Source: an optimization exercise on an open RTL-to-GDS flow (aim: small area and a short achievable clock period). Production flows keep margins and buffers that such runs may drop.
Where RTL was checked, it was by simulation tests only, not by an equivalence proof against the original.
The RTL of run 2 was laid out without a check of its function.
Power and IR drop assume default switching activity.

==> flow/design.v, too long to show whole: its modules and the start of the top module <==
// module TempVerilogMultiplier: 2527 lines
module TempVerilogMultiplier(
    input clk,
    input reset,
    input en,
    input [31:0] in0,
    input [31:0] in1,
    input [31:0] in2,
    input signedOp,
    output [63:0] out0,
    output [63:0] out0Pre
    );
  // ...
==> flow/flow/run.sh <==
#!/bin/bash
# Own layout flow: the standard ORFS flow with two changes:
#  - synthesis runs Yosys's synth with -noabc (in addition to -nofsm -noshare), so the
#    carry-save adder cells written in the RTL reach extract_fa as written (no inverters
#    between full adders); the final ABC mapping of the remaining logic is unchanged.
#  - port buffers are plain sky130_fd_sc_hd__buf_1 cells instead of the default choice.
set -euo pipefail
HERE=$(pwd)
sed 's/yosys synth -nofsm -noshare/yosys synth -nofsm -noshare -noabc/' synth_recipe.tcl > my_synth.tcl
EXTRA=()
if [[ -f flow/extra_make_args ]]; then
  while IFS= read -r line; do [[ -n "$line" ]] && EXTRA+=("$line"); done < flow/extra_make_args
fi
bash standard.sh SYNTH_SCRIPT="$HERE/my_synth.tcl" \
  "BUFFER_PORTS_ARGS=-buffer_cell sky130_fd_sc_hd__buf_1" "${EXTRA[@]}" finish > standard_flow.log 2>&1
==> flow/standard.sh <==
#!/bin/bash
# synth_recipe.tcl (not shown) runs the flow's synth.tcl, then flattens the netlist and writes it again
# the make line also repeats each setting of config.mk as NAME=value (left out here)
make -C /OpenROAD-flow-scripts/flow DESIGN_CONFIG=/design/flow/config.mk WORK_HOME=/design/flow/orfs CLKGATE_MAP_FILE= SYNTH_SCRIPT=/design/flow/synth_recipe.tcl "${@:-finish}"
==> flow/config.mk <==
export PLATFORM = sky130hd
export DESIGN_NAME = TempVerilogMultiplier
export DESIGN_NICKNAME = TempVerilogMultiplier
export VERILOG_FILES = /design/flow/design.v
export SDC_FILE = /design/flow/constraint.sdc
export NUM_CORES = 4
export LEC_CHECK = 0
export CAP_MARGIN = 20
export CORE_MARGIN = 2
export CORE_UTILIZATION = 40
export CTS_CLUSTER_DIAMETER = 150
export CTS_CLUSTER_SIZE = 30
export SETUP_SLACK_MARGIN = 1.0
export SLEW_MARGIN = 20
==> flow/constraint.sdc <==
create_clock -name core_clock -period 5.6 [get_ports {clk}]
set_input_delay 1.1200 -clock core_clock [delete_from_list [all_inputs] [get_ports {clk}]]
set_output_delay 1.1200 -clock core_clock [all_outputs]
set_load 0.01 [all_outputs]
==> reports/qor.txt, run 1 <==
Status: finished clean
Main combinational cell family by area after synthesis: adder cells
Post-synthesis mux area share: 0.00146
Adder-cell area share of the yosys netlist: 0.286
CTS tree: built
Slowest-stage cell, CP: fa_1
H-tree depth: 1
Arrival @ worst endpoint: 5.05 ns
Setup Buffers After CTS: 7
Worst setup path endpoint: rg31
Number of port buffers: 193
Hold endpoint: result[0]
Placed cell area: 30,500 um2
Hold Startpoint: plo0
DR top layer: met4
Final Hold Vio Count: 0
Commonest non-fill, non-tap cell in the layout: xnor2_1
Asr flop ratio synth: 0
Clock Skew: 0.0216 ns
Synth Cell Area: 29,100 um2
Sequential share of the synthesized area: 0.210
Buffers, non-clock: 381
Top cells by count, synth: 382 x xnor2_1, 357 x clkbuf_1, 343 x a221oi_1, 341 x a22o_1, 306 x dfxtp_1
Sink Count: 306
Met2 GRT Util: 0.396
==> inputs of run 2 (changes only) <==
--- a/flow/design.v
+++ b/flow/design.v
@@ -1934,418 +1934,686 @@
   wire p1739 = c1590 ^ s1594;
   wire p1740 = s1600 ^ c1595;
   wire p1741 = c1601 ^ s1605;
   wire p1742 = c1606 ^ s1607;
   wire p1743 = s1610 ^ c1608;
   wire g1744 = g1630 | (p1687 & c1628);
   wire g1745 = g1631 | (p1688 & g1744);
   wire p1746 = p1688 & p1687;
-  wire g1747 = g1633 | (p1690 & g1632);
-  wire p1748 = p1690 & p1689;
-  wire g1749 = g1635 | (p1692 & g1634);
-  wire p1750 = p1692 & p1691;
-  wire g1751 = g1637 | (p1694 & g1636);
-  wire p1752 = p1694 & p1693;
-  wire g1753 = g1639 | (p1696 & g1638);
-  wire p1754 = p1696 & p1695;
-  wire g1755 = g1641 | (p1698 & g1640);
-  wire p1756 = p1698 & p1697;
-  wire g1757 = g1643 | (p1700 & g1642);
-  wire p1758 = p1700 & p1699;
-  wire g1759 = g1645 | (p1702 & g1644);
-  wire p1760 = p1702 & p1701;
-  wire g1761 = g1647 | (p1704 & g1646);
-  wire p1762 = p1704 & p1703;
-  wire g1763 = g1649 | (p1706 & g1648);
-  wire p1764 = p1706 & p1705;
-  wire g1765 = g1651 | (p1708 & g1650);
-  wire p1766 = p1708 & p1707;
-  wire g1767 = g1653 | (p1710 & g1652);
-  wire p1768 = p1710 & p1709;
-  wire g1769 = g1655 | (p1712 & g1654);
-  wire p1770 = p1712 & p1711;
-  wire g1771 = g1657 | (p1714 & g1656);
-  wire p1772 = p1714 & p1713;
-  wire g1773 = g1659 | (p1716 & g1658);
-  wire p1774 = p1716 & p1715;
-  wire g1775 = g1661 | (p1718 & g1660);
-  wire p1776 = p1718 & p1717;
-  wire g1777 = g1663 | (p1720 & g1662);
-  wire p1778 = p1720 & p1719;
-  wire g1779 = g1665 | (p1722 & g1664);
-  wire p1780 = p1722 & p1721;
-  wire g1781 = g1667 | (p1724 & g1666);
-  wire p1782 = p1724 & p1723;
-  wire g1783 = g1669 | (p1726 & g1668);
-  wire p1784 = p1726 & p1725;
-  wire g1785 = g1671 | (p1728 & g1670);
-  wire p1786 = p1728 & p1727;
-  wire g1787 = g1673 | (p1730 & g1672);
-  wire p1788 = p1730 & p1729;
-  wire g1789 = g1675 | (p1732 & g1674);
-  wire p1790 = p1732 & p1731;
-  wire g1791 = g1677 | (p1734 & g1676);
-  wire p1792 = p1734 & p1733;
-  wire g1793 = g1679 | (p1736 & g1678);
-  wire p1794 = p1736 & p1735;
-  wire g1795 = g1681 | (p1738 & g1680);
-  wire p1796 = p1738 & p1737;
-  wire g1797 = g1683 | (p1740 & g1682);
-  wire p1798 = p1740 & p1739;
-  wire g1799 = g1685 | (p1742 & g1684);
-  wire p1800 = p1742 & p1741;
-  wire p1801 = rp0 & rp1;
-  wire p1802 = rp2 & rp3;
-  wire p1803 = rp4 & rp5;
-  wire p1804 = rp6 & rp7;
-  wire p1805 = rp8 & rp9;
-  wire p1806 = rp10 & rp11;
-  wire p1807 = rp12 & rp13;
-  wire p1808 = rp14 & rp15;
-  wire p1809 = rp16 & rp17;
-  wire p1810 = rp18 & rp19;
-  wire p1811 = rp20 & rp21;
-  wire p1812 = rp22 & rp23;
-  wire p1813 = rp24 & rp25;
-  wire p1814 = rp26 & rp27;
-  wire p1815 = rp28 & rp29;
-  wire p1816 = rp30 & rp31;
-  wire p1817 = rp32 & rp33;
-  wire p1818 = rp34 & rp35;
-  wire p1819 = rp36 & rp37;
-  wire p1820 = rp38 & rp39;
-  wire p1821 = rp40 & rp41;
-  wire p1822 = rp42 & rp43;
-  wire p1823 = rp44 & rp45;
-  wire p1824 = rp46 & rp47;
-  wire p1825 = rp48 & rp49;
-  wire p1826 = rp50 & rp51;
-  wire p1827 = rp52 & rp53;
-  wire p1828 = rp54 & rp55;
-  wire g1829 = rg2 | (rp2 & rg1);
-  wire p1830 = rp2 & p1801;
-  wire g1831 = rg3 | (p1802 & rg1);
-  wire p1832 = p1802 & p1801;
-  wire g1833 = rg6 | (rp6 & rg5);
-  wire p1834 = rp6 & p1803;
-  wire g1835 = rg7 | (p1804 & rg5);
-  wire p1836 = p1804 & p1803;
-  wire g1837 = rg10 | (rp10 & rg9);
-  wire p1838 = rp10 & p1805;
-  wire g1839 = rg11 | (p1806 & rg9);
-  wire p1840 = p1806 & p1805;
-  wire g1841 = rg14 | (rp14 & rg13);
-  wire p1842 = rp14 & p1807;
-  wire g1843 = rg15 | (p1808 & rg13);
-  wire p1844 = p1808 & p1807;
-  wire g1845 = rg18 | (rp18 & rg17);
-  wire p1846 = rp18 & p1809;
-  wire g1847 = rg19 | (p1810 & rg17);
-  wire p1848 = p1810 & p1809;
-  wire g1849 = rg22 | (rp22 & rg21);
-  wire p1850 = rp22 & p1811;
-  wire g1851 = rg23 | (p1812 & rg21);
-  wire p1852 = p1812 & p1811;
-  wire g1853 = rg26 | (rp26 & rg25);
-  wire p1854 = rp26 & p1813;
-  wire g1855 = rg27 | (p1814 & rg25);
-  wire p1856 = p1814 & p1813;
-  wire g1857 = rg30 | (rp30 & rg29);
-  wire p1858 = rp30 & p1815;
-  wire g1859 = rg31 | (p1816 & rg29);
-  wire p1860 = p1816 & p1815;
-  wire g1861 = rg34 | (rp34 & rg33);
-  wire p1862 = rp34 & p1817;
-  wire g1863 = rg35 | (p1818 & rg33);
-  wire p1864 = p1818 & p1817;
-  wire g1865 = rg38 | (rp38 & rg37);
-  wire p1866 = rp38 & p1819;
-  wire g1867 = rg39 | (p1820 & rg37);
-  wire p1868 = p1820 & p1819;
-  wire g1869 = rg42 | (rp42 & rg41);
-  wire p1870 = rp42 & p1821;
-  wire g1871 = rg43 | (p1822 & rg41);
-  wire p1872 = p1822 & p1821;
-  wire g1873 = rg46 | (rp46 & rg45);
-  wire p1874 = rp46 & p1823;
-  wire g1875 = rg47 | (p1824 & rg45);
-  wire p1876 = p1824 & p1823;
-  wire g1877 = rg50 | (rp50 & rg49);
-  wire p1878 = rp50 & p1825;
-  wire g1879 = rg51 | (p1826 & rg49);
-  wire p1880 = p1826 & p1825;
-  wire g1881 = rg54 | (rp54 & rg53);
-  wire p1882 = rp54 & p1827;
-  wire g1883 = rg55 | (p1828 & rg53);
-  wire p1884 = p1828 & p1827;
-  wire g1885 = rg4 | (rp4 & g1831);
-  wire p1886 = rp4 & p1832;
-  wire g1887 = rg5 | (p1803 & g1831);
-  wire p1888 = p1803 & p1832;
-  wire g1889 = g1833 | (p1834 & g1831);
-  wire p1890 = p1834 & p1832;
-  wire g1891 = g1835 | (p1836 & g1831);
-  wire p1892 = p1836 & p1832;
-  wire g1893 = rg12 | (rp12 & g1839);
-  wire p1894 = rp12 & p1840;
-  wire g1895 = rg13 | (p1807 & g1839);
-  wire p1896 = p1807 & p1840;
-  wire g1897 = g1841 | (p1842 & g1839);
-  wire p1898 = p1842 & p1840;
-  wire g1899 = g1843 | (p1844 & g1839);
-  wire p1900 = p1844 & p1840;
-  wire g1901 = rg20 | (rp20 & g1847);
-  wire p1902 = rp20 & p1848;
-  wire g1903 = rg21 | (p1811 & g1847);
-  wire p1904 = p1811 & p1848;
-  wire g1905 = g1849 | (p1850 & g1847);
-  wire p1906 = p1850 & p1848;
-  wire g1907 = g1851 | (p1852 & g1847);
-  wire p1908 = p1852 & p1848;
-  wire g1909 = rg28 | (rp28 & g1855);
-  wire p1910 = rp28 & p1856;
-  wire g1911 = rg29 | (p1815 & g1855);
-  wire p1912 = p1815 & p1856;
-  wire g1913 = g1857 | (p1858 & g1855);
-  wire p1914 = p1858 & p1856;
-  wire g1915 = g1859 | (p1860 & g1855);
-  wire p1916 = p1860 & p1856;
-  wire g1917 = rg36 | (rp36 & g1863);
-  wire p1918 = rp36 & p1864;
-  wire g1919 = rg37 | (p1819 & g1863);
-  wire p1920 = p1819 & p1864;
-  wire g1921 = g1865 | (p1866 & g1863);
-  wire p1922 = p1866 & p1864;
-  wire g1923 = g1867 | (p1868 & g1863);
-  wire p1924 = p1868 & p1864;
-  wire g1925 = rg44 | (rp44 & g1871);
-  wire p1926 = rp44 & p1872;
-  wire g1927 = rg45 | (p1823 & g1871);
-  wire p1928 = p1823 & p1872;
-  wire g1929 = g1873 | (p1874 & g1871);
-  wire p1930 = p1874 & p1872;
-  wire g1931 = g1875 | (p1876 & g1871);
-  wire p1932 = p1876 & p1872;
-  wire g1933 = rg52 | (rp52 & g1879);
-  wire p1934 = rp52 & p1880;
-  wire g1935 = rg53 | (p1827 & g1879);
-  wire p1936 = p1827 & p1880;
-  wire g1937 = g1881 | (p1882 & g1879);
-  wire p1938 = p1882 & p1880;
-  wire g1939 = g1883 | (p1884 & g1879);
-  wire p1940 = p1884 & p1880;
-  wire g1941 = rg8 | (rp8 & g1891);
-  wire p1942 = rp8 & p1892;
-  wire g1943 = rg9 | (p1805 & g1891);
-  wire p1944 = p1805 & p1892;
-  wire g1945 = g1837 | (p1838 & g1891);
-  wire p1946 = p1838 & p1892;
-  wire g1947 = g1839 | (p1840 & g1891);
-  wire p1948 = p1840 & p1892;
-  wire g1949 = g1893 | (p1894 & g1891);
-  wire p1950 = p1894 & p1892;
-  wire g1951 = g1895 | (p1896 & g1891);
-  wire p1952 = p1896 & p1892;
-  wire g1953 = g1897 | (p1898 & g1891);
-  wire p1954 = p1898 & p1892;
-  wire g1955 = g1899 | (p1900 & g1891);
-  wire p1956 = p1900 & p1892;
-  wire g1957 = rg24 | (rp24 & g1907);
-  wire p1958 = rp24 & p1908;
-  wire g1959 = rg25 | (p1813 & g1907);
-  wire p1960 = p1813 & p1908;
-  wire g1961 = g1853 | (p1854 & g1907);
-  wire p1962 = p1854 & p1908;
-  wire g1963 = g1855 | (p1856 & g1907);
-  wire p1964 = p1856 & p1908;
-  wire g1965 = g1909 | (p1910 & g1907);
-  wire p1966 = p1910 & p1908;
-  wire g1967 = g1911 | (p1912 & g1907);
-  wire p1968 = p1912 & p1908;
-  wire g1969 = g1913 | (p1914 & g1907);
-  wire p1970 = p1914 & p1908;
-  wire g1971 = g1915 | (p1916 & g1907);
-  wire p1972 = p1916 & p1908;
-  wire g1973 = rg40 | (rp40 & g1923);
-  wire p1974 = rp40 & p1924;
-  wire g1975 = rg41 | (p1821 & g1923);
-  wire p1976 = p1821 & p1924;
-  wire g1977 = g1869 | (p1870 & g1923);
-  wire p1978 = p1870 & p1924;
-  wire g1979 = g1871 | (p1872 & g1923);
-  wire p1980 = p1872 & p1924;
-  wire g1981 = g1925 | (p1926 & g1923);
-  wire p1982 = p1926 & p1924;
-  wire g1983 = g1927 | (p1928 & g1923);
-  wire p1984 = p1928 & p1924;
-  wire g1985 = g1929 | (p1930 & g1923);
-  wire p1986 = p1930 & p1924;
-  wire g1987 = g1931 | (p1932 & g1923);
-  wire p1988 = p1932 & p1924;
-  wire g1989 = rg56 | (rp56 & g1939);
-  wire p1990 = rp56 & p1940;
-  wire g1991 = rg16 | (rp16 & g1955);
-  wire p1992 = rp16 & p1956;
-  wire g1993 = rg17 | (p1809 & g1955);
-  wire p1994 = p1809 & p1956;
-  wire g1995 = g1845 | (p1846 & g1955);
-  wire p1996 = p1846 & p1956;
-  wire g1997 = g1847 | (p1848 & g1955);
-  wire p1998 = p1848 & p1956;
-  wire g1999 = g1901 | (p1902 & g1955);
-  wire p2000 = p1902 & p1956;
-  wire g2001 = g1903 | (p1904 & g1955);
-  wire p2002 = p1904 & p1956;
-  wire g2003 = g1905 | (p1906 & g1955);
-  wire p2004 = p1906 & p1956;
-  wire g2005 = g1907 | (p1908 & g1955);
-  wire p2006 = p1908 & p1956;
-  wire g2007 = g1957 | (p1958 & g1955);
-  wire p2008 = p1958 & p1956;
-  wire g2009 = g1959 | (p1960 & g1955);
-  wire p2010 = p1960 & p1956;
-  wire g2011 = g1961 | (p1962 & g1955);
-  wire p2012 = p1962 & p1956;
-  wire g2013 = g1963 | (p1964 & g1955);
-  wire p2014 = p1964 & p1956;
-  wire g2015 = g1965 | (p1966 & g1955);
-  wire p2016 = p1966 & p1956;
-  wire g2017 = g1967 | (p1968 & g1955);
-  wire p2018 = p1968 & p1956;
-  wire g2019 = g1969 | (p1970 & g1955);
-  wire p2020 = p1970 & p1956;
-  wire g2021 = g1971 | (p1972 & g1955);
-  wire p2022 = p1972 & p1956;
-  wire g2023 = rg48 | (rp48 & g1987);
-  wire p2024 = rp48 & p1988;
-  wire g2025 = rg49 | (p1825 & g1987);
-  wire p2026 = p1825 & p1988;
-  wire g2027 = g1877 | (p1878 & g1987);
-  wire p2028 = p1878 & p1988;
-  wire g2029 = g1879 | (p1880 & g1987);
-  wire p2030 = p1880 & p1988;
-  wire g2031 = g1933 | (p1934 & g1987);
-  wire p2032 = p1934 & p1988;
-  wire g2033 = g1935 | (p1936 & g1987);
-  wire p2034 = p1936 & p1988;
-  wire g2035 = g1937 | (p1938 & g1987);
-  wire p2036 = p1938 & p1988;
-  wire g2037 = g1939 | (p1940 & g1987);
-  wire p2038 = p1940 & p1988;
-  wire g2039 = g1989 | (p1990 & g1987);
-  wire p2040 = p1990 & p1988;
-  wire g2041 = rg32 | (rp32 & g2021);
-  wire p2042 = rp32 & p2022;
-  wire g2043 = rg33 | (p1817 & g2021);
-  wire p2044 = p1817 & p2022;
-  wire g2045 = g1861 | (p1862 & g2021);
-  wire p2046 = p1862 & p2022;
-  wire g2047 = g1863 | (p1864 & g2021);
-  wire p2048 = p1864 & p2022;
-  wire g2049 = g1917 | (p1918 & g2021);
-  wire p2050 = p1918 & p2022;
-  wire g2051 = g1919 | (p1920 & g2021);
-  wire p2052 = p1920 & p2022;
-  wire g2053 = g1921 | (p1922 & g2021);
-  wire p2054 = p1922 & p2022;
-  wire g2055 = g1923 | (p1924 & g2021);
-  wire p2056 = p1924 & p2022;
-  wire g2057 = g1973 | (p1974 & g2021);
-  wire p2058 = p1974 & p2022;
-  wire g2059 = g1975 | (p1976 & g2021);
-  wire p2060 = p1976 & p2022;
-  wire g2061 = g1977 | (p1978 & g2021);
-  wire p2062 = p1978 & p2022;
-  wire g2063 = g1979 | (p1980 & g2021);
-  wire p2064 = p1980 & p2022;
-  wire g2065 = g1981 | (p1982 & g2021);
-  wire p2066 = p1982 & p2022;
-  wire g2067 = g1983 | (p1984 & g2021);
-  wire p2068 = p1984 & p2022;
-  wire g2069 = g1985 | (p1986 & g2021);
-  wire p2070 = p1986 & p2022;
-  wire g2071 = g1987 | (p1988 & g2021);
-  wire p2072 = p1988 & p2022;
-  wire g2073 = g2023 | (p2024 & g2021);
-  wire p2074 = p2024 & p2022;
-  wire g2075 = g2025 | (p2026 & g2021);
-  wire p2076 = p2026 & p2022;
-  wire g2077 = g2027 | (p2028 & g2021);
-  wire p2078 = p2028 & p2022;
-  wire g2079 = g2029 | (p2030 & g2021);
-  wire p2080 = p2030 & p2022;
-  wire g2081 = g2031 | (p2032 & g2021);
-  wire p2082 = p2032 & p2022;
-  wire g2083 = g2033 | (p2034 & g2021);
-  wire p2084 = p2034 & p2022;
-  wire g2085 = g2035 | (p2036 & g2021);
-  wire p2086 = p2036 & p2022;
-  wire g2087 = g2037 | (p2038 & g2021);
-  wire p2088 = p2038 & p2022;
-  wire g2089 = g2039 | (p2040 & g2021);
-  wire p2090 = p2040 & p2022;
-  wire sum2091 = rp0 ^ rcin;
-  wire sum2092 = rp1 ^ rg0;
-  wire sum2093 = rp2 ^ rg1;
-  wire sum2094 = rp3 ^ g1829;
-  wire sum2095 = rp4 ^ g1831;
-  wire sum2096 = rp5 ^ g1885;
-  wire sum2097 = rp6 ^ g1887;
-  wire sum2098 = rp7 ^ g1889;
-  wire sum2099 = rp8 ^ g1891;
-  wire sum2100 = rp9 ^ g1941;
-  wire sum2101 = rp10 ^ g1943;
-  wire sum2102 = rp11 ^ g1945;
-  wire sum2103 = rp12 ^ g1947;
-  wire sum2104 = rp13 ^ g1949;
-  wire sum2105 = rp14 ^ g1951;
-  wire sum2106 = rp15 ^ g1953;
-  wire sum2107 = rp16 ^ g1955;
-  wire sum2108 = rp17 ^ g1991;
-  wire sum2109 = rp18 ^ g1993;
-  wire sum2110 = rp19 ^ g1995;
-  wire sum2111 = rp20 ^ g1997;
-  wire sum2112 = rp21 ^ g1999;
-  wire sum2113 = rp22 ^ g2001;
-  wire sum2114 = rp23 ^ g2003;
-  wire sum2115 = rp24 ^ g2005;
-  wire sum2116 = rp25 ^ g2007;
-  wire sum2117 = rp26 ^ g2009;
-  wire sum2118 = rp27 ^ g2011;
-  wire sum2119 = rp28 ^ g2013;
-  wire sum2120 = rp29 ^ g2015;
-  wire sum2121 = rp30 ^ g2017;
-  wire sum2122 = rp31 ^ g2019;
-  wire sum2123 = rp32 ^ g2021;
-  wire sum2124 = rp33 ^ g2041;
-  wire sum2125 = rp34 ^ g2043;
-  wire sum2126 = rp35 ^ g2045;
-  wire sum2127 = rp36 ^ g2047;
-  wire sum2128 = rp37 ^ g2049;
-  wire sum2129 = rp38 ^ g2051;
-  wire sum2130 = rp39 ^ g2053;
-  wire sum2131 = rp40 ^ g2055;
-  wire sum2132 = rp41 ^ g2057;
-  wire sum2133 = rp42 ^ g2059;
-  wire sum2134 = rp43 ^ g2061;
-  wire sum2135 = rp44 ^ g2063;
-  wire sum2136 = rp45 ^ g2065;
-  wire sum2137 = rp46 ^ g2067;
-  wire sum2138 = rp47 ^ g2069;
-  wire sum2139 = rp48 ^ g2071;
-  wire sum2140 = rp49 ^ g2073;
-  wire sum2141 = rp50 ^ g2075;
-  wire sum2142 = rp51 ^ g2077;
-  wire sum2143 = rp52 ^ g2079;
-  wire sum2144 = rp53 ^ g2081;
-  wire sum2145 = rp54 ^ g2083;
-  wire sum2146 = rp55 ^ g2085;
-  wire sum2147 = rp56 ^ g2087;
-  assign out0Pre = {sum2147, sum2146, sum2145, sum2144, sum2143, sum2142, sum2141, sum2140, sum2139, sum2138, sum2137, sum2136, sum2135, sum2134, sum2133, sum2132, sum2131, sum2130, sum2129, sum2128, sum2127, sum2126, sum2125, sum2124, sum2123, sum2122, sum2121, sum2120, sum2119, sum2118, sum2117, sum2116, sum2115, sum2114, sum2113, sum2112, sum2111, sum2110, sum2109, sum2108, sum2107, sum2106, sum2105, sum2104, sum2103, sum2102, sum2101, sum2100, sum2099, sum2098, sum2097, sum2096, sum2095, sum2094, sum2093, sum2092, sum2091, plo6, plo5, plo4, plo3, plo2, plo1, plo0};
+  wire g1747 = g1632 | (p1689 & g1631);
+  wire p1748 = p1689 & p1688;
+  wire g1749 = g1633 | (p1690 & g1632);
+  wire p1750 = p1690 & p1689;
+  wire g1751 = g1634 | (p1691 & g1633);
+  wire p1752 = p1691 & p1690;
+  wire g1753 = g1635 | (p1692 & g1634);
+  wire p1754 = p1692 & p1691;
+  wire g1755 = g1636 | (p1693 & g1635);
+  wire p1756 = p1693 & p1692;
+  wire g1757 = g1637 | (p1694 & g1636);
+  wire p1758 = p1694 & p1693;
+  wire g1759 = g1638 | (p1695 & g1637);
+  wire p1760 = p1695 & p1694;
+  wire g1761 = g1639 | (p1696 & g1638);
+  wire p1762 = p1696 & p1695;
+  wire g1763 = g1640 | (p1697 & g1639);
+  wire p1764 = p1697 & p1696;
+  wire g1765 = g1641 | (p1698 & g1640);
+  wire p1766 = p1698 & p1697;
+  wire g1767 = g1642 | (p1699 & g1641);
+  wire p1768 = p1699 & p1698;
+  wire g1769 = g1643 | (p1700 & g1642);
+  wire p1770 = p1700 & p1699;
+  wire g1771 = g1644 | (p1701 & g1643);
+  wire p1772 = p1701 & p1700;
+  wire g1773 = g1645 | (p1702 & g1644);
+  wire p1774 = p1702 & p1701;
+  wire g1775 = g1646 | (p1703 & g1645);
+  wire p1776 = p1703 & p1702;
+  wire g1777 = g1647 | (p1704 & g1646);
+  wire p1778 = p1704 & p1703;
+  wire g1779 = g1648 | (p1705 & g1647);
+  wire p1780 = p1705 & p1704;
+  wire g1781 = g1649 | (p1706 & g1648);
+  wire p1782 = p1706 & p1705;
+  wire g1783 = g1650 | (p1707 & g1649);
+  wire p1784 = p1707 & p1706;
+  wire g1785 = g1651 | (p1708 & g1650);
+  wire p1786 = p1708 & p1707;
+  wire g1787 = g1652 | (p1709 & g1651);
+  wire p1788 = p1709 & p1708;
+  wire g1789 = g1653 | (p1710 & g1652);
+  wire p1790 = p1710 & p1709;
+  wire g1791 = g1654 | (p1711 & g1653);
+  wire p1792 = p1711 & p1710;
+  wire g1793 = g1655 | (p1712 & g1654);
+  wire p1794 = p1712 & p1711;
+  wire g1795 = g1656 | (p1713 & g1655);
+  wire p1796 = p1713 & p1712;
+  wire g1797 = g1657 | (p1714 & g1656);
+  wire p1798 = p1714 & p1713;
+  wire g1799 = g1658 | (p1715 & g1657);
+  wire p1800 = p1715 & p1714;
+  wire g1801 = g1659 | (p1716 & g1658);
+  wire p1802 = p1716 & p1715;
+  wire g1803 = g1660 | (p1717 & g1659);
+  wire p1804 = p1717 & p1716;
+  wire g1805 = g1661 | (p1718 & g1660);
+  wire p1806 = p1718 & p1717;
+  wire g1807 = g1662 | (p1719 & g1661);
+  wire p1808 = p1719 & p1718;
+  wire g1809 = g1663 | (p1720 & g1662);
+  wire p1810 = p1720 & p1719;
+  wire g1811 = g1664 | (p1721 & g1663);
+  wire p1812 = p1721 & p1720;
+  wire g1813 = g1665 | (p1722 & g1664);
+  wire p1814 = p1722 & p1721;
+  wire g1815 = g1666 | (p1723 & g1665);
+  wire p1816 = p1723 & p1722;
+  wire g1817 = g1667 | (p1724 & g1666);
+  wire p1818 = p1724 & p1723;
+  wire g1819 = g1668 | (p1725 & g1667);
+  wire p1820 = p1725 & p1724;
+  wire g1821 = g1669 | (p1726 & g1668);
+  wire p1822 = p1726 & p1725;
+  wire g1823 = g1670 | (p1727 & g1669);
+  wire p1824 = p1727 & p1726;
+  wire g1825 = g1671 | (p1728 & g1670);
+  wire p1826 = p1728 & p1727;
+  wire g1827 = g1672 | (p1729 & g1671);
+  wire p1828 = p1729 & p1728;
+  wire g1829 = g1673 | (p1730 & g1672);
+  wire p1830 = p1730 & p1729;
+  wire g1831 = g1674 | (p1731 & g1673);
+  wire p1832 = p1731 & p1730;
+  wire g1833 = g1675 | (p1732 & g1674);
+  wire p1834 = p1732 & p1731;
+  wire g1835 = g1676 | (p1733 & g1675);
+  wire p1836 = p1733 & p1732;
+  wire g1837 = g1677 | (p1734 & g1676);
+  wire p1838 = p1734 & p1733;
+  wire g1839 = g1678 | (p1735 & g1677);
+  wire p1840 = p1735 & p1734;
+  wire g1841 = g1679 | (p1736 & g1678);
+  wire p1842 = p1736 & p1735;
+  wire g1843 = g1680 | (p1737 & g1679);
+  wire p1844 = p1737 & p1736;
+  wire g1845 = g1681 | (p1738 & g1680);
+  wire p1846 = p1738 & p1737;
+  wire g1847 = g1682 | (p1739 & g1681);
+  wire p1848 = p1739 & p1738;
+  wire g1849 = g1683 | (p1740 & g1682);
+  wire p1850 = p1740 & p1739;
+  wire g1851 = g1684 | (p1741 & g1683);
+  wire p1852 = p1741 & p1740;
+  wire g1853 = g1685 | (p1742 & g1684);
+  wire p1854 = p1742 & p1741;
+  wire g1855 = g1686 | (p1743 & g1685);
+  wire p1856 = p1743 & p1742;
+  wire p1857 = rp0 & rp1;
+  wire p1858 = rp1 & rp2;
+  wire p1859 = rp2 & rp3;
+  wire p1860 = rp3 & rp4;
+  wire p1861 = rp4 & rp5;
+  wire p1862 = rp5 & rp6;
+  wire p1863 = rp6 & rp7;
+  wire p1864 = rp7 & rp8;
+  wire p1865 = rp8 & rp9;
+  wire p1866 = rp9 & rp10;
+  wire p1867 = rp10 & rp11;
+  wire p1868 = rp11 & rp12;
+  wire p1869 = rp12 & rp13;
+  wire p1870 = rp13 & rp14;
+  wire p1871 = rp14 & rp15;
+  wire p1872 = rp15 & rp16;
+  wire p1873 = rp16 & rp17;
+  wire p1874 = rp17 & rp18;
+  wire p1875 = rp18 & rp19;
+  wire p1876 = rp19 & rp20;
+  wire p1877 = rp20 & rp21;
+  wire p1878 = rp21 & rp22;
+  wire p1879 = rp22 & rp23;
+  wire p1880 = rp23 & rp24;
+  wire p1881 = rp24 & rp25;
+  wire p1882 = rp25 & rp26;
+  wire p1883 = rp26 & rp27;
+  wire p1884 = rp27 & rp28;
+  wire p1885 = rp28 & rp29;
+  wire p1886 = rp29 & rp30;
+  wire p1887 = rp30 & rp31;
+  wire p1888 = rp31 & rp32;
+  wire p1889 = rp32 & rp33;
+  wire p1890 = rp33 & rp34;
+  wire p1891 = rp34 & rp35;
+  wire p1892 = rp35 & rp36;
+  wire p1893 = rp36 & rp37;
+  wire p1894 = rp37 & rp38;
+  wire p1895 = rp38 & rp39;
+  wire p1896 = rp39 & rp40;
+  wire p1897 = rp40 & rp41;
+  wire p1898 = rp41 & rp42;
+  wire p1899 = rp42 & rp43;
+  wire p1900 = rp43 & rp44;
+  wire p1901 = rp44 & rp45;
+  wire p1902 = rp45 & rp46;
+  wire p1903 = rp46 & rp47;
+  wire p1904 = rp47 & rp48;
+  wire p1905 = rp48 & rp49;
+  wire p1906 = rp49 & rp50;
+  wire p1907 = rp50 & rp51;
+  wire p1908 = rp51 & rp52;
+  wire p1909 = rp52 & rp53;
+  wire p1910 = rp53 & rp54;
+  wire p1911 = rp54 & rp55;
+  wire p1912 = rp55 & rp56;
+  wire g1913 = rg2 | (p1858 & rg0);
+  wire p1914 = p1858 & rp0;
+  wire g1915 = rg3 | (p1859 & rg1);
+  wire p1916 = p1859 & p1857;
+  wire g1917 = rg4 | (p1860 & rg2);
+  wire p1918 = p1860 & p1858;
+  wire g1919 = rg5 | (p1861 & rg3);
+  wire p1920 = p1861 & p1859;
+  wire g1921 = rg6 | (p1862 & rg4);
+  wire p1922 = p1862 & p1860;
+  wire g1923 = rg7 | (p1863 & rg5);
+  wire p1924 = p1863 & p1861;
+  wire g1925 = rg8 | (p1864 & rg6);
+  wire p1926 = p1864 & p1862;
+  wire g1927 = rg9 | (p1865 & rg7);
+  wire p1928 = p1865 & p1863;
+  wire g1929 = rg10 | (p1866 & rg8);
+  wire p1930 = p1866 & p1864;
+  wire g1931 = rg11 | (p1867 & rg9);
+  wire p1932 = p1867 & p1865;
+  wire g1933 = rg12 | (p1868 & rg10);
+  wire p1934 = p1868 & p1866;
+  wire g1935 = rg13 | (p1869 & rg11);
+  wire p1936 = p1869 & p1867;
+  wire g1937 = rg14 | (p1870 & rg12);
+  wire p1938 = p1870 & p1868;
+  wire g1939 = rg15 | (p1871 & rg13);
+  wire p1940 = p1871 & p1869;
+  wire g1941 = rg16 | (p1872 & rg14);
+  wire p1942 = p1872 & p1870;
+  wire g1943 = rg17 | (p1873 & rg15);
+  wire p1944 = p1873 & p1871;
+  wire g1945 = rg18 | (p1874 & rg16);
+  wire p1946 = p1874 & p1872;
+  wire g1947 = rg19 | (p1875 & rg17);
+  wire p1948 = p1875 & p1873;
+  wire g1949 = rg20 | (p1876 & rg18);
+  wire p1950 = p1876 & p1874;
+  wire g1951 = rg21 | (p1877 & rg19);
+  wire p1952 = p1877 & p1875;
+  wire g1953 = rg22 | (p1878 & rg20);
+  wire p1954 = p1878 & p1876;
+  wire g1955 = rg23 | (p1879 & rg21);
+  wire p1956 = p1879 & p1877;
+  wire g1957 = rg24 | (p1880 & rg22);
+  wire p1958 = p1880 & p1878;
+  wire g1959 = rg25 | (p1881 & rg23);
+  wire p1960 = p1881 & p1879;
+  wire g1961 = rg26 | (p1882 & rg24);
+  wire p1962 = p1882 & p1880;
+  wire g1963 = rg27 | (p1883 & rg25);
+  wire p1964 = p1883 & p1881;
+  wire g1965 = rg28 | (p1884 & rg26);
+  wire p1966 = p1884 & p1882;
+  wire g1967 = rg29 | (p1885 & rg27);
+  wire p1968 = p1885 & p1883;
+  wire g1969 = rg30 | (p1886 & rg28);
+  wire p1970 = p1886 & p1884;
+  wire g1971 = rg31 | (p1887 & rg29);
+  wire p1972 = p1887 & p1885;
+  wire g1973 = rg32 | (p1888 & rg30);
+  wire p1974 = p1888 & p1886;
+  wire g1975 = rg33 | (p1889 & rg31);
+  wire p1976 = p1889 & p1887;
+  wire g1977 = rg34 | (p1890 & rg32);
+  wire p1978 = p1890 & p1888;
+  wire g1979 = rg35 | (p1891 & rg33);
+  wire p1980 = p1891 & p1889;
+  wire g1981 = rg36 | (p1892 & rg34);
+  wire p1982 = p1892 & p1890;
+  wire g1983 = rg37 | (p1893 & rg35);
+  wire p1984 = p1893 & p1891;
+  wire g1985 = rg38 | (p1894 & rg36);
+  wire p1986 = p1894 & p1892;
+  wire g1987 = rg39 | (p1895 & rg37);
+  wire p1988 = p1895 & p1893;
+  wire g1989 = rg40 | (p1896 & rg38);
+  wire p1990 = p1896 & p1894;
+  wire g1991 = rg41 | (p1897 & rg39);
+  wire p1992 = p1897 & p1895;
+  wire g1993 = rg42 | (p1898 & rg40);
+  wire p1994 = p1898 & p1896;
+  wire g1995 = rg43 | (p1899 & rg41);
+  wire p1996 = p1899 & p1897;
+  wire g1997 = rg44 | (p1900 & rg42);
+  wire p1998 = p1900 & p1898;
+  wire g1999 = rg45 | (p1901 & rg43);
+  wire p2000 = p1901 & p1899;
+  wire g2001 = rg46 | (p1902 & rg44);
+  wire p2002 = p1902 & p1900;
+  wire g2003 = rg47 | (p1903 & rg45);
+  wire p2004 = p1903 & p1901;
+  wire g2005 = rg48 | (p1904 & rg46);
+  wire p2006 = p1904 & p1902;
+  wire g2007 = rg49 | (p1905 & rg47);
+  wire p2008 = p1905 & p1903;
+  wire g2009 = rg50 | (p1906 & rg48);
+  wire p2010 = p1906 & p1904;
+  wire g2011 = rg51 | (p1907 & rg49);
+  wire p2012 = p1907 & p1905;
+  wire g2013 = rg52 | (p1908 & rg50);
+  wire p2014 = p1908 & p1906;
+  wire g2015 = rg53 | (p1909 & rg51);
+  wire p2016 = p1909 & p1907;
+  wire g2017 = rg54 | (p1910 & rg52);
+  wire p2018 = p1910 & p1908;
+  wire g2019 = rg55 | (p1911 & rg53);
+  wire p2020 = p1911 & p1909;
+  wire g2021 = rg56 | (p1912 & rg54);
+  wire p2022 = p1912 & p1910;
+  wire g2023 = g1917 | (p1918 & rg0);
+  wire p2024 = p1918 & rp0;
+  wire g2025 = g1919 | (p1920 & rg1);
+  wire p2026 = p1920 & p1857;
+  wire g2027 = g1921 | (p1922 & g1913);
+  wire p2028 = p1922 & p1914;
+  wire g2029 = g1923 | (p1924 & g1915);
+  wire p2030 = p1924 & p1916;
+  wire g2031 = g1925 | (p1926 & g1917);
+  wire p2032 = p1926 & p1918;
+  wire g2033 = g1927 | (p1928 & g1919);
+  wire p2034 = p1928 & p1920;
+  wire g2035 = g1929 | (p1930 & g1921);
+  wire p2036 = p1930 & p1922;
+  wire g2037 = g1931 | (p1932 & g1923);
+  wire p2038 = p1932 & p1924;
+  wire g2039 = g1933 | (p1934 & g1925);
+  wire p2040 = p1934 & p1926;
+  wire g2041 = g1935 | (p1936 & g1927);
+  wire p2042 = p1936 & p1928;
+  wire g2043 = g1937 | (p1938 & g1929);
+  wire p2044 = p1938 & p1930;
+  wire g2045 = g1939 | (p1940 & g1931);
+  wire p2046 = p1940 & p1932;
+  wire g2047 = g1941 | (p1942 & g1933);
+  wire p2048 = p1942 & p1934;
+  wire g2049 = g1943 | (p1944 & g1935);
+  wire p2050 = p1944 & p1936;
+  wire g2051 = g1945 | (p1946 & g1937);
+  wire p2052 = p1946 & p1938;
+  wire g2053 = g1947 | (p1948 & g1939);
+  wire p2054 = p1948 & p1940;
+  wire g2055 = g1949 | (p1950 & g1941);
+  wire p2056 = p1950 & p1942;
+  wire g2057 = g1951 | (p1952 & g1943);
+  wire p2058 = p1952 & p1944;
+  wire g2059 = g1953 | (p1954 & g1945);
+  wire p2060 = p1954 & p1946;
+  wire g2061 = g1955 | (p1956 & g1947);
+  wire p2062 = p1956 & p1948;
+  wire g2063 = g1957 | (p1958 & g1949);
+  wire p2064 = p1958 & p1950;
+  wire g2065 = g1959 | (p1960 & g1951);
+  wire p2066 = p1960 & p1952;
+  wire g2067 = g1961 | (p1962 & g1953);
+  wire p2068 = p1962 & p1954;
+  wire g2069 = g1963 | (p1964 & g1955);
+  wire p2070 = p1964 & p1956;
+  wire g2071 = g1965 | (p1966 & g1957);
+  wire p2072 = p1966 & p1958;
+  wire g2073 = g1967 | (p1968 & g1959);
+  wire p2074 = p1968 & p1960;
+  wire g2075 = g1969 | (p1970 & g1961);
+  wire p2076 = p1970 & p1962;
+  wire g2077 = g1971 | (p1972 & g1963);
+  wire p2078 = p1972 & p1964;
+  wire g2079 = g1973 | (p1974 & g1965);
+  wire p2080 = p1974 & p1966;
+  wire g2081 = g1975 | (p1976 & g1967);
+  wire p2082 = p1976 & p1968;
+  wire g2083 = g1977 | (p1978 & g1969);
+  wire p2084 = p1978 & p1970;
+  wire g2085 = g1979 | (p1980 & g1971);
+  wire p2086 = p1980 & p1972;
+  wire g2087 = g1981 | (p1982 & g1973);
+  wire p2088 = p1982 & p1974;
+  wire g2089 = g1983 | (p1984 & g1975);
+  wire p2090 = p1984 & p1976;
+  wire g2091 = g1985 | (p1986 & g1977);
+  wire p2092 = p1986 & p1978;
+  wire g2093 = g1987 | (p1988 & g1979);
+  wire p2094 = p1988 & p1980;
+  wire g2095 = g1989 | (p1990 & g1981);
+  wire p2096 = p1990 & p1982;
+  wire g2097 = g1991 | (p1992 & g1983);
+  wire p2098 = p1992 & p1984;
+  wire g2099 = g1993 | (p1994 & g1985);
+  wire p2100 = p1994 & p1986;
+  wire g2101 = g1995 | (p1996 & g1987);
+  wire p2102 = p1996 & p1988;
+  wire g2103 = g1997 | (p1998 & g1989);
+  wire p2104 = p1998 & p1990;
+  wire g2105 = g1999 | (p2000 & g1991);
+  wire p2106 = p2000 & p1992;
+  wire g2107 = g2001 | (p2002 & g1993);
+  wire p2108 = p2002 & p1994;
+  wire g2109 = g2003 | (p2004 & g1995);
+  wire p2110 = p2004 & p1996;
+  wire g2111 = g2005 | (p2006 & g1997);
+  wire p2112 = p2006 & p1998;
+  wire g2113 = g2007 | (p2008 & g1999);
+  wire p2114 = p2008 & p2000;
+  wire g2115 = g2009 | (p2010 & g2001);
+  wire p2116 = p2010 & p2002;
+  wire g2117 = g2011 | (p2012 & g2003);
+  wire p2118 = p2012 & p2004;
+  wire g2119 = g2013 | (p2014 & g2005);
+  wire p2120 = p2014 & p2006;
+  wire g2121 = g2015 | (p2016 & g2007);
+  wire p2122 = p2016 & p2008;
+  wire g2123 = g2017 | (p2018 & g2009);
+  wire p2124 = p2018 & p2010;
+  wire g2125 = g2019 | (p2020 & g2011);
+  wire p2126 = p2020 & p2012;
+  wire g2127 = g2021 | (p2022 & g2013);
+  wire p2128 = p2022 & p2014;
+  wire g2129 = g2031 | (p2032 & rg0);
+  wire p2130 = p2032 & rp0;
+  wire g2131 = g2033 | (p2034 & rg1);
+  wire p2132 = p2034 & p1857;
+  wire g2133 = g2035 | (p2036 & g1913);
+  wire p2134 = p2036 & p1914;
+  wire g2135 = g2037 | (p2038 & g1915);
+  wire p2136 = p2038 & p1916;
+  wire g2137 = g2039 | (p2040 & g2023);
+  wire p2138 = p2040 & p2024;
+  wire g2139 = g2041 | (p2042 & g2025);
+  wire p2140 = p2042 & p2026;
+  wire g2141 = g2043 | (p2044 & g2027);
+  wire p2142 = p2044 & p2028;
+  wire g2143 = g2045 | (p2046 & g2029);
+  wire p2144 = p2046 & p2030;
+  wire g2145 = g2047 | (p2048 & g2031);
+  wire p2146 = p2048 & p2032;
+  wire g2147 = g2049 | (p2050 & g2033);
+  wire p2148 = p2050 & p2034;
+  wire g2149 = g2051 | (p2052 & g2035);
+  wire p2150 = p2052 & p2036;
+  wire g2151 = g2053 | (p2054 & g2037);
+  wire p2152 = p2054 & p2038;
+  wire g2153 = g2055 | (p2056 & g2039);
+  wire p2154 = p2056 & p2040;
+  wire g2155 = g2057 | (p2058 & g2041);
+  wire p2156 = p2058 & p2042;
+  wire g2157 = g2059 | (p2060 & g2043);
+  wire p2158 = p2060 & p2044;
+  wire g2159 = g2061 | (p2062 & g2045);
+  wire p2160 = p2062 & p2046;
+  wire g2161 = g2063 | (p2064 & g2047);
+  wire p2162 = p2064 & p2048;
+  wire g2163 = g2065 | (p2066 & g2049);
+  wire p2164 = p2066 & p2050;
+  wire g2165 = g2067 | (p2068 & g2051);
+  wire p2166 = p2068 & p2052;
+  wire g2167 = g2069 | (p2070 & g2053);
+  wire p2168 = p2070 & p2054;
+  wire g2169 = g2071 | (p2072 & g2055);
+  wire p2170 = p2072 & p2056;
+  wire g2171 = g2073 | (p2074 & g2057);
+  wire p2172 = p2074 & p2058;
+  wire g2173 = g2075 | (p2076 & g2059);
+  wire p2174 = p2076 & p2060;
+  wire g2175 = g2077 | (p2078 & g2061);
+  wire p2176 = p2078 & p2062;
+  wire g2177 = g2079 | (p2080 & g2063);
+  wire p2178 = p2080 & p2064;
+  wire g2179 = g2081 | (p2082 & g2065);
+  wire p2180 = p2082 & p2066;
+  wire g2181 = g2083 | (p2084 & g2067);
+  wire p2182 = p2084 & p2068;
+  wire g2183 = g2085 | (p2086 & g2069);
+  wire p2184 = p2086 & p2070;
+  wire g2185 = g2087 | (p2088 & g2071);
+  wire p2186 = p2088 & p2072;
+  wire g2187 = g2089 | (p2090 & g2073);
+  wire p2188 = p2090 & p2074;
+  wire g2189 = g2091 | (p2092 & g2075);
+  wire p2190 = p2092 & p2076;
+  wire g2191 = g2093 | (p2094 & g2077);
+  wire p2192 = p2094 & p2078;
+  wire g2193 = g2095 | (p2096 & g2079);
+  wire p2194 = p2096 & p2080;
+  wire g2195 = g2097 | (p2098 & g2081);
+  wire p2196 = p2098 & p2082;
+  wire g2197 = g2099 | (p2100 & g2083);
+  wire p2198 = p2100 & p2084;
+  wire g2199 = g2101 | (p2102 & g2085);
+  wire p2200 = p2102 & p2086;
+  wire g2201 = g2103 | (p2104 & g2087);
+  wire p2202 = p2104 & p2088;
+  wire g2203 = g2105 | (p2106 & g2089);
+  wire p2204 = p2106 & p2090;
+  wire g2205 = g2107 | (p2108 & g2091);
+  wire p2206 = p2108 & p2092;
+  wire g2207 = g2109 | (p2110 & g2093);
+  wire p2208 = p2110 & p2094;
+  wire g2209 = g2111 | (p2112 & g2095);
+  wire p2210 = p2112 & p2096;
+  wire g2211 = g2113 | (p2114 & g2097);
+  wire p2212 = p2114 & p2098;
+  wire g2213 = g2115 | (p2116 & g2099);
+  wire p2214 = p2116 & p2100;
+  wire g2215 = g2117 | (p2118 & g2101);
+  wire p2216 = p2118 & p2102;
+  wire g2217 = g2119 | (p2120 & g2103);
+  wire p2218 = p2120 & p2104;
+  wire g2219 = g2121 | (p2122 & g2105);
+  wire p2220 = p2122 & p2106;
+  wire g2221 = g2123 | (p2124 & g2107);
+  wire p2222 = p2124 & p2108;
+  wire g2223 = g2125 | (p2126 & g2109);
+  wire p2224 = p2126 & p2110;
+  wire g2225 = g2127 | (p2128 & g2111);
+  wire p2226 = p2128 & p2112;
+  wire g2227 = g2145 | (p2146 & rg0);
+  wire p2228 = p2146 & rp0;
+  wire g2229 = g2147 | (p2148 & rg1);
+  wire p2230 = p2148 & p1857;
+  wire g2231 = g2149 | (p2150 & g1913);
+  wire p2232 = p2150 & p1914;
+  wire g2233 = g2151 | (p2152 & g1915);
+  wire p2234 = p2152 & p1916;
+  wire g2235 = g2153 | (p2154 & g2023);
+  wire p2236 = p2154 & p2024;
+  wire g2237 = g2155 | (p2156 & g2025);
+  wire p2238 = p2156 & p2026;
+  wire g2239 = g2157 | (p2158 & g2027);
+  wire p2240 = p2158 & p2028;
+  wire g2241 = g2159 | (p2160 & g2029);
+  wire p2242 = p2160 & p2030;
+  wire g2243 = g2161 | (p2162 & g2129);
+  wire p2244 = p2162 & p2130;
+  wire g2245 = g2163 | (p2164 & g2131);
+  wire p2246 = p2164 & p2132;
+  wire g2247 = g2165 | (p2166 & g2133);
+  wire p2248 = p2166 & p2134;
+  wire g2249 = g2167 | (p2168 & g2135);
+  wire p2250 = p2168 & p2136;
+  wire g2251 = g2169 | (p2170 & g2137);
+  wire p2252 = p2170 & p2138;
+  wire g2253 = g2171 | (p2172 & g2139);
+  wire p2254 = p2172 & p2140;
+  wire g2255 = g2173 | (p2174 & g2141);
+  wire p2256 = p2174 & p2142;
+  wire g2257 = g2175 | (p2176 & g2143);
+  wire p2258 = p2176 & p2144;
+  wire g2259 = g2177 | (p2178 & g2145);
+  wire p2260 = p2178 & p2146;
+  wire g2261 = g2179 | (p2180 & g2147);
+  wire p2262 = p2180 & p2148;
+  wire g2263 = g2181 | (p2182 & g2149);
+  wire p2264 = p2182 & p2150;
+  wire g2265 = g2183 | (p2184 & g2151);
+  wire p2266 = p2184 & p2152;
+  wire g2267 = g2185 | (p2186 & g2153);
+  wire p2268 = p2186 & p2154;
+  wire g2269 = g2187 | (p2188 & g2155);
+  wire p2270 = p2188 & p2156;
+  wire g2271 = g2189 | (p2190 & g2157);
+  wire p2272 = p2190 & p2158;
+  wire g2273 = g2191 | (p2192 & g2159);
+  wire p2274 = p2192 & p2160;
+  wire g2275 = g2193 | (p2194 & g2161);
+  wire p2276 = p2194 & p2162;
+  wire g2277 = g2195 | (p2196 & g2163);
+  wire p2278 = p2196 & p2164;
+  wire g2279 = g2197 | (p2198 & g2165);
+  wire p2280 = p2198 & p2166;
+  wire g2281 = g2199 | (p2200 & g2167);
+  wire p2282 = p2200 & p2168;
+  wire g2283 = g2201 | (p2202 & g2169);
+  wire p2284 = p2202 & p2170;
+  wire g2285 = g2203 | (p2204 & g2171);
+  wire p2286 = p2204 & p2172;
+  wire g2287 = g2205 | (p2206 & g2173);
+  wire p2288 = p2206 & p2174;
+  wire g2289 = g2207 | (p2208 & g2175);
+  wire p2290 = p2208 & p2176;
+  wire g2291 = g2209 | (p2210 & g2177);
+  wire p2292 = p2210 & p2178;
+  wire g2293 = g2211 | (p2212 & g2179);
+  wire p2294 = p2212 & p2180;
+  wire g2295 = g2213 | (p2214 & g2181);
+  wire p2296 = p2214 & p2182;
+  wire g2297 = g2215 | (p2216 & g2183);
+  wire p2298 = p2216 & p2184;
+  wire g2299 = g2217 | (p2218 & g2185);
+  wire p2300 = p2218 & p2186;
+  wire g2301 = g2219 | (p2220 & g2187);
+  wire p2302 = p2220 & p2188;
+  wire g2303 = g2221 | (p2222 & g2189);
+  wire p2304 = p2222 & p2190;
+  wire g2305 = g2223 | (p2224 & g2191);
+  wire p2306 = p2224 & p2192;
+  wire g2307 = g2225 | (p2226 & g2193);
+  wire p2308 = p2226 & p2194;
+  wire g2309 = g2259 | (p2260 & rg0);
+  wire p2310 = p2260 & rp0;
+  wire g2311 = g2261 | (p2262 & rg1);
+  wire p2312 = p2262 & p1857;
+  wire g2313 = g2263 | (p2264 & g1913);
+  wire p2314 = p2264 & p1914;
+  wire g2315 = g2265 | (p2266 & g1915);
+  wire p2316 = p2266 & p1916;
+  wire g2317 = g2267 | (p2268 & g2023);
+  wire p2318 = p2268 & p2024;
+  wire g2319 = g2269 | (p2270 & g2025);
+  wire p2320 = p2270 & p2026;
+  wire g2321 = g2271 | (p2272 & g2027);
+  wire p2322 = p2272 & p2028;
+  wire g2323 = g2273 | (p2274 & g2029);
+  wire p2324 = p2274 & p2030;
+  wire g2325 = g2275 | (p2276 & g2129);
+  wire p2326 = p2276 & p2130;
+  wire g2327 = g2277 | (p2278 & g2131);
+  wire p2328 = p2278 & p2132;
+  wire g2329 = g2279 | (p2280 & g2133);
+  wire p2330 = p2280 & p2134;
+  wire g2331 = g2281 | (p2282 & g2135);
+  wire p2332 = p2282 & p2136;
+  wire g2333 = g2283 | (p2284 & g2137);
+  wire p2334 = p2284 & p2138;
+  wire g2335 = g2285 | (p2286 & g2139);
+  wire p2336 = p2286 & p2140;
+  wire g2337 = g2287 | (p2288 & g2141);
+  wire p2338 = p2288 & p2142;
+  wire g2339 = g2289 | (p2290 & g2143);
+  wire p2340 = p2290 & p2144;
+  wire g2341 = g2291 | (p2292 & g2227);
+  wire p2342 = p2292 & p2228;
+  wire g2343 = g2293 | (p2294 & g2229);
+  wire p2344 = p2294 & p2230;
+  wire g2345 = g2295 | (p2296 & g2231);
+  wire p2346 = p2296 & p2232;
+  wire g2347 = g2297 | (p2298 & g2233);
+  wire p2348 = p2298 & p2234;
+  wire g2349 = g2299 | (p2300 & g2235);
+  wire p2350 = p2300 & p2236;
+  wire g2351 = g2301 | (p2302 & g2237);
+  wire p2352 = p2302 & p2238;
+  wire g2353 = g2303 | (p2304 & g2239);
+  wire p2354 = p2304 & p2240;
+  wire g2355 = g2305 | (p2306 & g2241);
+  wire p2356 = p2306 & p2242;
+  wire g2357 = g2307 | (p2308 & g2243);
+  wire p2358 = p2308 & p2244;
+  wire sum2359 = rp0 ^ rcin;
+  wire sum2360 = rp1 ^ rg0;
+  wire sum2361 = rp2 ^ rg1;
+  wire sum2362 = rp3 ^ g1913;
+  wire sum2363 = rp4 ^ g1915;
+  wire sum2364 = rp5 ^ g2023;
+  wire sum2365 = rp6 ^ g2025;
+  wire sum2366 = rp7 ^ g2027;
+  wire sum2367 = rp8 ^ g2029;
+  wire sum2368 = rp9 ^ g2129;
+  wire sum2369 = rp10 ^ g2131;
+  wire sum2370 = rp11 ^ g2133;
+  wire sum2371 = rp12 ^ g2135;
+  wire sum2372 = rp13 ^ g2137;
+  wire sum2373 = rp14 ^ g2139;
+  wire sum2374 = rp15 ^ g2141;
+  wire sum2375 = rp16 ^ g2143;
+  wire sum2376 = rp17 ^ g2227;
+  wire sum2377 = rp18 ^ g2229;
+  wire sum2378 = rp19 ^ g2231;
+  wire sum2379 = rp20 ^ g2233;
+  wire sum2380 = rp21 ^ g2235;
+  wire sum2381 = rp22 ^ g2237;
+  wire sum2382 = rp23 ^ g2239;
+  wire sum2383 = rp24 ^ g2241;
+  wire sum2384 = rp25 ^ g2243;
+  wire sum2385 = rp26 ^ g2245;
+  wire sum2386 = rp27 ^ g2247;
+  wire sum2387 = rp28 ^ g2249;
+  wire sum2388 = rp29 ^ g2251;
+  wire sum2389 = rp30 ^ g2253;
+  wire sum2390 = rp31 ^ g2255;
+  wire sum2391 = rp32 ^ g2257;
+  wire sum2392 = rp33 ^ g2309;
+  wire sum2393 = rp34 ^ g2311;
+  wire sum2394 = rp35 ^ g2313;
+  wire sum2395 = rp36 ^ g2315;
+  wire sum2396 = rp37 ^ g2317;
+  wire sum2397 = rp38 ^ g2319;
+  wire sum2398 = rp39 ^ g2321;
+  wire sum2399 = rp40 ^ g2323;
+  wire sum2400 = rp41 ^ g2325;
+  wire sum2401 = rp42 ^ g2327;
+  wire sum2402 = rp43 ^ g2329;
+  wire sum2403 = rp44 ^ g2331;
+  wire sum2404 = rp45 ^ g2333;
+  wire sum2405 = rp46 ^ g2335;
+  wire sum2406 = rp47 ^ g2337;
+  wire sum2407 = rp48 ^ g2339;
+  wire sum2408 = rp49 ^ g2341;
+  wire sum2409 = rp50 ^ g2343;
+  wire sum2410 = rp51 ^ g2345;
+  wire sum2411 = rp52 ^ g2347;
+  wire sum2412 = rp53 ^ g2349;
+  wire sum2413 = rp54 ^ g2351;
+  wire sum2414 = rp55 ^ g2353;
+  wire sum2415 = rp56 ^ g2355;
+  assign out0Pre = {sum2415, sum2414, sum2413, sum2412, sum2411, sum2410, sum2409, sum2408, sum2407, sum2406, sum2405, sum2404, sum2403, sum2402, sum2401, sum2400, sum2399, sum2398, sum2397, sum2396, sum2395, sum2394, sum2393, sum2392, sum2391, sum2390, sum2389, sum2388, sum2387, sum2386, sum2385, sum2384, sum2383, sum2382, sum2381, sum2380, sum2379, sum2378, sum2377, sum2376, sum2375, sum2374, sum2373, sum2372, sum2371, sum2370, sum2369, sum2368, sum2367, sum2366, sum2365, sum2364, sum2363, sum2362, sum2361, sum2360, sum2359, plo6, plo5, plo4, plo3, plo2, plo1, plo0};
   always @(posedge clk) begin
     xr <= in0;
     xs <= signedOp & in0[31];
     x3r <= x3a;
     bneg0 <= in1[2] & ~(in1[1] & in1[0] & 1'b0);
     bm1_0 <= (in1[0] ^ 1'b0) & ~(in1[2] ^ in1[1]);
     bm3_0 <= (in1[0] ^ 1'b0) & (in1[2] ^ in1[1]);
     bm2_0 <= (in1[1] & ~in1[0] & ~1'b0) | (~in1[1] & in1[0] & 1'b0);
@@ -2407,121 +2675,121 @@
     plo4 <= s1621;
     plo5 <= s1624;
     plo6 <= s1627;
     rp0 <= p1687;
     rg0 <= g1744;
     rp1 <= p1688;
     rg1 <= g1745;
     rp2 <= p1689;
-    rg2 <= g1632;
+    rg2 <= g1747;
     rp3 <= p1690;
-    rg3 <= g1747;
+    rg3 <= g1749;
     rp4 <= p1691;
-    rg4 <= g1634;
+    rg4 <= g1751;
     rp5 <= p1692;
-    rg5 <= g1749;
+    rg5 <= g1753;
     rp6 <= p1693;
-    rg6 <= g1636;
+    rg6 <= g1755;
     rp7 <= p1694;
-    rg7 <= g1751;
+    rg7 <= g1757;
     rp8 <= p1695;
-    rg8 <= g1638;
+    rg8 <= g1759;
     rp9 <= p1696;
-    rg9 <= g1753;
+    rg9 <= g1761;
     rp10 <= p1697;
-    rg10 <= g1640;
+    rg10 <= g1763;
     rp11 <= p1698;
-    rg11 <= g1755;
+    rg11 <= g1765;
     rp12 <= p1699;
-    rg12 <= g1642;
+    rg12 <= g1767;
     rp13 <= p1700;
-    rg13 <= g1757;
+    rg13 <= g1769;
     rp14 <= p1701;
-    rg14 <= g1644;
+    rg14 <= g1771;
     rp15 <= p1702;
-    rg15 <= g1759;
+    rg15 <= g1773;
     rp16 <= p1703;
-    rg16 <= g1646;
+    rg16 <= g1775;
     rp17 <= p1704;
-    rg17 <= g1761;
+    rg17 <= g1777;
     rp18 <= p1705;
-    rg18 <= g1648;
+    rg18 <= g1779;
     rp19 <= p1706;
-    rg19 <= g1763;
+    rg19 <= g1781;
     rp20 <= p1707;
-    rg20 <= g1650;
+    rg20 <= g1783;
     rp21 <= p1708;
-    rg21 <= g1765;
+    rg21 <= g1785;
     rp22 <= p1709;
-    rg22 <= g1652;
+    rg22 <= g1787;
     rp23 <= p1710;
-    rg23 <= g1767;
+    rg23 <= g1789;
     rp24 <= p1711;
-    rg24 <= g1654;
+    rg24 <= g1791;
     rp25 <= p1712;
-    rg25 <= g1769;
+    rg25 <= g1793;
     rp26 <= p1713;
-    rg26 <= g1656;
+    rg26 <= g1795;
     rp27 <= p1714;
-    rg27 <= g1771;
+    rg27 <= g1797;
     rp28 <= p1715;
-    rg28 <= g1658;
+    rg28 <= g1799;
     rp29 <= p1716;
-    rg29 <= g1773;
+    rg29 <= g1801;
     rp30 <= p1717;
-    rg30 <= g1660;
+    rg30 <= g1803;
     rp31 <= p1718;
-    rg31 <= g1775;
+    rg31 <= g1805;
     rp32 <= p1719;
-    rg32 <= g1662;
+    rg32 <= g1807;
     rp33 <= p1720;
-    rg33 <= g1777;
+    rg33 <= g1809;
     rp34 <= p1721;
-    rg34 <= g1664;
+    rg34 <= g1811;
     rp35 <= p1722;
-    rg35 <= g1779;
+    rg35 <= g1813;
     rp36 <= p1723;
-    rg36 <= g1666;
+    rg36 <= g1815;
     rp37 <= p1724;
-    rg37 <= g1781;
+    rg37 <= g1817;
     rp38 <= p1725;
-    rg38 <= g1668;
+    rg38 <= g1819;
     rp39 <= p1726;
-    rg39 <= g1783;
+    rg39 <= g1821;
     rp40 <= p1727;
-    rg40 <= g1670;
+    rg40 <= g1823;
     rp41 <= p1728;
-    rg41 <= g1785;
+    rg41 <= g1825;
     rp42 <= p1729;
-    rg42 <= g1672;
+    rg42 <= g1827;
     rp43 <= p1730;
-    rg43 <= g1787;
+    rg43 <= g1829;
     rp44 <= p1731;
-    rg44 <= g1674;
+    rg44 <= g1831;
     rp45 <= p1732;
-    rg45 <= g1789;
+    rg45 <= g1833;
     rp46 <= p1733;
-    rg46 <= g1676;
+    rg46 <= g1835;
     rp47 <= p1734;
-    rg47 <= g1791;
+    rg47 <= g1837;
     rp48 <= p1735;
-    rg48 <= g1678;
+    rg48 <= g1839;
     rp49 <= p1736;
-    rg49 <= g1793;
+    rg49 <= g1841;
     rp50 <= p1737;
-    rg50 <= g1680;
+    rg50 <= g1843;
     rp51 <= p1738;
-    rg51 <= g1795;
+    rg51 <= g1845;
     rp52 <= p1739;
-    rg52 <= g1682;
+    rg52 <= g1847;
     rp53 <= p1740;
-    rg53 <= g1797;
+    rg53 <= g1849;
     rp54 <= p1741;
-    rg54 <= g1684;
+    rg54 <= g1851;
     rp55 <= p1742;
-    rg55 <= g1799;
+    rg55 <= g1853;
     rp56 <= p1743;
-    rg56 <= g1686;
+    rg56 <= g1855;
     rcin <= c1628;
     result <= out0Pre;
   end
 endmodule
==> run 2 against run 1 <==
Effect of this change:
- area after synthesis rose by 3.4%
- worst hold slack worse by 0.0044 ns
- clock-buffer cell count did not move
- flip-flop and latch count is the same
- first-iteration DRC count rose by 5.7%
==> reports/qor.txt, run 2 <==
Status: finished clean (unchanged)
Most common flop cell mapped by yosys: dfxtp_1 (unchanged)
Met2 GRT Util: 0.402 (was 0.396)
Area of the multi-input gates: 22,300 um2 (was 21,100 um2)
Hold Path Class: flop to flop (unchanged)
Maximum VDD drop: 0.630 mV (was 0.521 mV)
Crit-path cells: buf_4, a22o_1, a221oi_1, xnor2_1, fa_1, fa_1, fa_2, fa_1, fa_1, fa_1, ha_1, a21o_1 (unchanged)
Synth Cell Area: 30,100 um2 (was 29,100 um2)
H-tree depth: 1 (unchanged)
Clock-pin slew on the worst setup and hold paths: 0.11 ns (about the same)
Maximum clock rate: 215 MHz (was 219 MHz)
Share of layout cells above drive strength 1: 0.148 (was 0.128)
Syn nets: 3,614 (was 3,471)
Worst r2r path cells: 12 (unchanged)
Number of port buffers: 193 (unchanged)
#FFs+latches synth: 306 (unchanged)
DRC Markers: 0 (unchanged)
GRT Total Usage: 0.275 (was 0.271)
Slew Viols, Final: 0 (unchanged)
Max reg flops: 64 (unchanged)
Hold path depth: 0 (unchanged)
Most frequent cells in the layout: 360 x xnor2_1, 341 x a22o_1, 291 x a221oi_1 (was 377 x xnor2_1, 341 x a22o_1, 317 x a221oi_1)
Synth warnings: 1 (unchanged)
Via count: 25,800 (was 24,200)
GRT busiest layer: met2 (unchanged)
Initial antenna violation count: 1 (was 0)
Post-route ant nets: 0 (unchanged)
Sum Neg Setup Slack: 0 ns (unchanged)
CP peak stage delay: 0.52 ns (was 0.54 ns)
Final Hold Vio Count: 0 (unchanged)
Commonest non-fill, non-tap cell in the layout: xnor2_1 (unchanged)
Starting Density: 0.404 (was 0.406)
Met3 Use GR: 0.0883 (was 0.0876)
Worst skew pair latency: 0.56 ns (about the same)
Clock Tree Buf Depth: 3 (unchanged)
Critical path fanouts, max: 13 (was 21)
Post-Syn Instances: 3,034 (was 2,886)
Die W: 278 um (was 274 um)
Slew HR: 0.433 (was 0.365)
Die Ht: 278 um (was 274 um)
WS Path Type: flop to flop (unchanged)
Post-Syn Area per Cell: 9.92 um2 (was 10.1 um2)
Sequential share of the synthesized area: 0.204 (was 0.210)
Core area: 74,400 um2 (was 71,700 um2)
IO Count: 228 (unchanged)
Arrival @ worst endpoint: 5.11 ns (was 5.05 ns)
CP Capture Type: flop (unchanged)
Top cells by count, synth: 371 x clkbuf_1, 366 x xnor2_1, 342 x a221oi_1, 341 x a22o_1, 306 x dfxtp_1 (was 382 x xnor2_1, 357 x clkbuf_1, 343 x a221oi_1, 341 x a22o_1, 306 x dfxtp_1)
Placed cell area: 31,500 um2 (was 30,500 um2)
Layout fillers: 6,996 (was 6,847)
Number of flops mapped to enable cells by yosys: 0 (unchanged)
CTS tree: built (unchanged)
Top reg by flops: result (unchanged)
Largest net degree at the start of global routing: 36 (unchanged)
RSZ-0062 raised after global routing: true (unchanged)
Sink Count: 306 (unchanged)
Die ar.: 77,500 um2 (was 75,000 um2)
Layout Nets: 3,557 (was 3,422)
Asr flop ratio synth: 0 (unchanged)
Leakage: 12.8 nW (was 12.3 nW)
Clock Skew: 0.0183 ns (was 0.0216 ns)
Critical path launch point type: flop (unchanged)
First-pass detailed-route iteration total: 7 (was 6)
FP Rows: 100 (was 98)
Slowest-stage cell, CP: fa_1 (unchanged)
Reg area: 6280 um2 (was 6260 um2)
Detail Placement HPWL: 81.9 mm (was 76.7 mm)
# setup viols final: 0 (unchanged)
Overflow after GRT: 0 (unchanged)
Largest cells by area after synthesis: dfxtp_1 20%, fa_1 20%, xnor2_1 11% (was dfxtp_1 21%, fa_1 21%, xnor2_1 11%)
GPL Wtd Cong: 0.954 (was 0.964)
run 2: cell count changes after synthesis, sizes merged, moves of 9 or more:
cell,change
a21o,+20
nand4,+21
o21ai,+15
xor2,+26
a31oi,+28
and2,+10
xnor2,-16
nand3,+9
clkbuf,+18
run 2: final cells by class:
class | count | area share
Clock buffer | 15 | 0.0114
Clock inverter | 4 | 0.00171
Multi-Input combinational cell | 2165 | 0.675
Sequential cell | 306 | 0.191
Inverter | 93 | 0.0106
Antenna cell | 1 | 0.0000759
Timing Repair Buffer | 397 | 0.0735
Tap cell | 969 | 0.0368
run 2: kinds of logic (layout without fill, tap and decap cells):
group	count (synthesis)	in the layout	share of synthesized area
AO/OA/AOI/OAI	970	970	0.266
XOR/XNOR	463	463	0.135
adder cells (fa/ha/maj)	480	480	0.274
buffers and inverters	563	509	0.0794
flip-flops	306	306	0.204
multiplexers	1	1	0.000333
other	0	1	0
AND/OR/NAND/NOR	251	251	0.0418
run 2: stage by stage:
stage | setup slack [ns] | cells | utilization
final | 0.938 | 3950 | 0.443
after global routing | 0.831 | 3950 | 0.443
after CTS | 1.00 | 3938 | 0.434
after detailed placement | 0.289 | 3911 | 0.423
after global placement | 0.306 | 3911 | 0.423
after floorplan | 1.03 | 3034 | -
run 2: where the power goes:
part / switching (mW) / internal (mW) / leakage (nW)
combinational: 10.5 / 9.31 / 9.99
clock: 0.723 / 0.542 / 0.212
sequential: 1.03 / 3.56 / 2.59
total: 12.2 / 13.4 / 12.8
run 2: final timing paths:
kind,from,end,slack [ns]
setup / recovery,xr[13],rg31,0.94
hold / removal,plo6,result[6],0.34
setup reg to reg,xr[13],rg31,0.94
hold reg to reg,plo6,result[6],0.34
run 2: layer usage:
metal	wire length (um)	share of wire	vias up
met2	46200	0.42	1812
met5	0	0	-
met1	45500	0.41	12700
met3	14600	0.13	334
met4	4750	0.043	0
li1	-	-	10900
run 2: what timing repair did:
action / 4_1_cts / 5_1_grt
gates resized for setup: 113 / 113
pin swaps: 17 / 17
setup endpoints to repair: 53 / 39
hold buffers: 0 / 0
setup buffers: 8 / 11
run 2: worst max-delay path, delay by kind of cell (launching register included):
kind	cells	cell delay, ns
flip-flops	1	0.43
adder cells (fa/ha/maj)	7	3.05
XOR/XNOR	1	0.16
AO/OA/AOI/OAI	3	0.69
buffers and inverters	1	0.24

[port drivers added, routing unchanged]
The results above use ideal ports. As a check the final layouts listed here were re-extracted and re-timed, cells and wires unchanged.
Step 1: set_driving_cell puts a clkbuf_16 on clk and a buf_2 on each other input, an assumption about the parent block.
Step 2 moves the port delays by t, midway between the first and last clock arrival at a register: inputs arrive t later, outputs are due t later. That takes back most of the time a late clock gives input paths.
Slacks: ideal / step 1 / step 2; pairs: ideal / step 1.
run	shift t [ns]	setup WS [ns]	hold slack, ns	worst data-port slew with drivers (ns)	cell pins on the clock port's net
run 1	0.613	1.025 / 1.025 / 1.025	0.346 / 0.346 / 0.346	0.07	1
run 2	0.607	0.938 / 0.938 / 0.938	0.342 / 0.342 / 0.342	0.08	1
After both steps setup and hold are still met in every run listed.
